This design comes from an exercise in tuning for small area, a short achievable clock period and few clock cycles per item on the open sky130 flow, not from production work.
Only simulation tests tie the RTL to the original design; equivalence was not proved.
No activity file was given, so power comes from the tool's default toggle rates.

==> build 93 <==
Design EQ, start of the top module:
module EQ(
    clk,
    rst_n,
    in_valid,
    in_row,
    in_col,
    out_valid,
    out
);
clock: 5.5 ns
lec_check: 0
abc_area: 1
cap_margin: 20
core_margin: 2
core_utilization: 50
setup_slack_margin: 2.5
slew_margin: 20
run.sh (not shown) runs the stock make flow with config.mk's settings and CLKGATE_MAP_FILE= SYNTH_SCRIPT=/design/flow/synth_recipe.tcl, a recipe that flattens the netlist after the stock synthesis.
==> build 72: changes against build 93 <==
- SETUP_SLACK_MARGIN: 2.5 -> 2.0
==> trial 1: changes against build 93 <==
- SETUP_SLACK_MARGIN: 2.5 -> 3.0
==> build 68: changes against build 93 <==
- PLACE_DENSITY: not set -> 0.9
- SETUP_SLACK_MARGIN: 2.5 -> 2.7
==> comparison <==
The lowest setup slack belongs to build 72, the highest to build 68. In critical path depth, build 93 and build 68 do not differ. Die area is the same in build 72 and build 93. In synthesized area, build 72 and trial 1 do not differ. Between build 72 and build 68, the lower clock power is in build 68 (gap about 5%, measured against build 68). In flip-flop and latch count, trial 1 and build 68 do not differ. Via count: trial 1 > build 68 > build 93 > build 72. Sequential power, lowest first: trial 1, build 68, build 93, build 72. Clock skew: build 93 is higher than build 72 (0.0024 ns).
==> figures <==
| item | build 68 | build 93 | trial 1 | build 72 |
|---|---|---|---|---|
| Setup repair after global routing missed its margin | yes | no | yes | no |
| Final hold slack | 0.453 ns | 0.492 ns | 0.522 ns | 0.482 ns |
| Combinational fraction of design power | 0.705 | 0.692 | 0.756 | 0.663 |
| Number of buffers other than clock buffers in the final layout | 61 | 58 | 127 | 14 |
| Number of standard cells in the layout, taps in and fillers out | 1475 | 1471 | 1541 | 1427 |
| DR vias | 8836 | 8628 | 9221 | 8409 |
| Power per Cell Area | 389 nW/µm² | 393 nW/µm² | 396 nW/µm² | 396 nW/µm² |
| Length in cells of the worst reg-to-reg path | 17 | 17 | 17 | 16 |
| Result of the run | timing/DRC/antenna clean | timing/DRC/antenna clean | timing/DRC/antenna clean | timing/DRC/antenna clean |
| Met2 track demand over resource in global routing | 0.560 | 0.561 | 0.607 | 0.561 |
| NetSw | 0.00168 W | 0.00168 W | 0.00197 W | 0.00163 W |
| Via count of the first global-routing pass | 7856 | 7705 | 8365 | 7705 |
| Share of final layout cell area taken by non-clock buffers | 0.0626 | 0.0605 | 0.117 | 0.0184 |
| Worst slack, placed | 2.53 ns | 2.48 ns | 2.48 ns | 2.48 ns |
| Most used cell, CP | sky130_fd_sc_hd__nand2_2 | sky130_fd_sc_hd__nand2_1 | sky130_fd_sc_hd__nand2_1 | sky130_fd_sc_hd__nand2_1 |
| CP Data Arrival Time | 2.75 ns | 2.85 ns | 2.81 ns | 3.02 ns |
| WL met2 | 11600 µm | 11700 µm | 13100 µm | 11500 µm |
| Routability congestion estimate | 1.13 | 1.06 | 1.06 | 1.06 |
| Power of the clock network | 0.000317 W | 0.000338 W | 0.000337 W | 0.000333 W |
Testbench counts of build 93, summed over its fixed seeds: cycles 4,707, puzzles 384.
Testbench counts of build 72, summed over its fixed seeds: cycles 4,707, puzzles 384.
Testbench counts of trial 1, summed over its fixed seeds: cycles 4,707, puzzles 384.
Testbench counts of build 68, summed over its fixed seeds: cycles 4,707, puzzles 384.

========
==> inputs of trial 71 <==
EQ again, from the RTL that the note above started with.
==> flow/config.mk <==
export PLATFORM = sky130hd
export DESIGN_NAME = EQ
export DESIGN_NICKNAME = EQ
export VERILOG_FILES = /design/flow/design.v
export SDC_FILE = /design/flow/constraint.sdc
export NUM_CORES = 4
export LEC_CHECK = 0
export ABC_AREA = 1
export CAP_MARGIN = 20
export CORE_MARGIN = 2
export CORE_UTILIZATION = 50
export SLEW_MARGIN = 20
==> flow/constraint.sdc <==
create_clock -name core_clock -period 5.5 [get_ports {clk}]
set_input_delay 1.1000 -clock core_clock [delete_from_list [all_inputs] [get_ports {clk}]]
set_output_delay 1.1000 -clock core_clock [all_outputs]
set_load 0.01 [all_outputs]
==> trial 86: changes against trial 71 <==
PLACE_DENSITY = 0.9   (was default)
SETUP_SLACK_MARGIN = 2.5   (was default)
==> results.cfg <==
[status]
status = finished clean

[finish]
final_cell_count_no_fill = 1427
fillerInstances = 1487

[power_and_ir_drop]
combPwrFrac = 0.663
power.leakage_nw = 4.45

[setup_path]
r2r-start = cb[3]

[sta]
fin_crit_sh = 0.555
# the run above: trial 71

==> results.cfg <==
[status]
status = finished clean

[finish]
fillerInstances = 1457

[power_and_ir_drop]
combPwrFrac = 0.672
power.leakage_nw = 4.55

[setup_path]
r2r-start = k[2]

[sta]
worstMarginPinSlew_ns = 1.06
tns_ns = 0
# the run above: trial 86

Testbench counts of trial 71, summed over its fixed seeds: cycles 4,707, puzzles 384.
Testbench counts of trial 86, summed over its fixed seeds: cycles 4,707, puzzles 384.

[afterwards: timing with drivers on the ports]
Ports are ideal in the flow. The routed layouts listed here were re-timed in OpenROAD. Step 1, drivers: a clkbuf_16 drives clk and a buf_2 each remaining input, both assumed. Step 2 adds t to the input delays and takes it off the output delays; t is the mean of the earliest and latest rising clock arrival at the registers after step 1. Input paths then give back, and output paths get back, about the clock's delay inside the block. a / b / c = ideal / step 1 / step 2; a / b = the first two.
| run | t, ns | slack for setup (ns) | worst setup path after step 2 | worst slew at a driven data input, ns |
|---|---|---|---|---|
| build 93 | 0.343 | 2.666 / 2.666 / 2.549 | input to register | 0.03 |
| build 72 | 0.339 | 2.450 / 2.450 / 2.450 | register to register | 0.03 |
| trial 1 | 0.346 | 2.728 / 2.728 / 2.728 | register to register | 0.03 |
| build 68 | 0.334 | 2.795 / 2.795 / 2.559 | input to register | 0.03 |
| trial 71 | 0.339 | 2.450 / 2.450 / 2.450 | register to register | 0.03 |
| trial 86 | 0.334 | 2.604 / 2.604 / 2.517 | input to register | 0.03 |
After both steps every run listed still meets setup and hold. For build 68, which loses most, drivers alone change the setup slack by 0.000 ns; drivers and shift together by -0.236 ns.
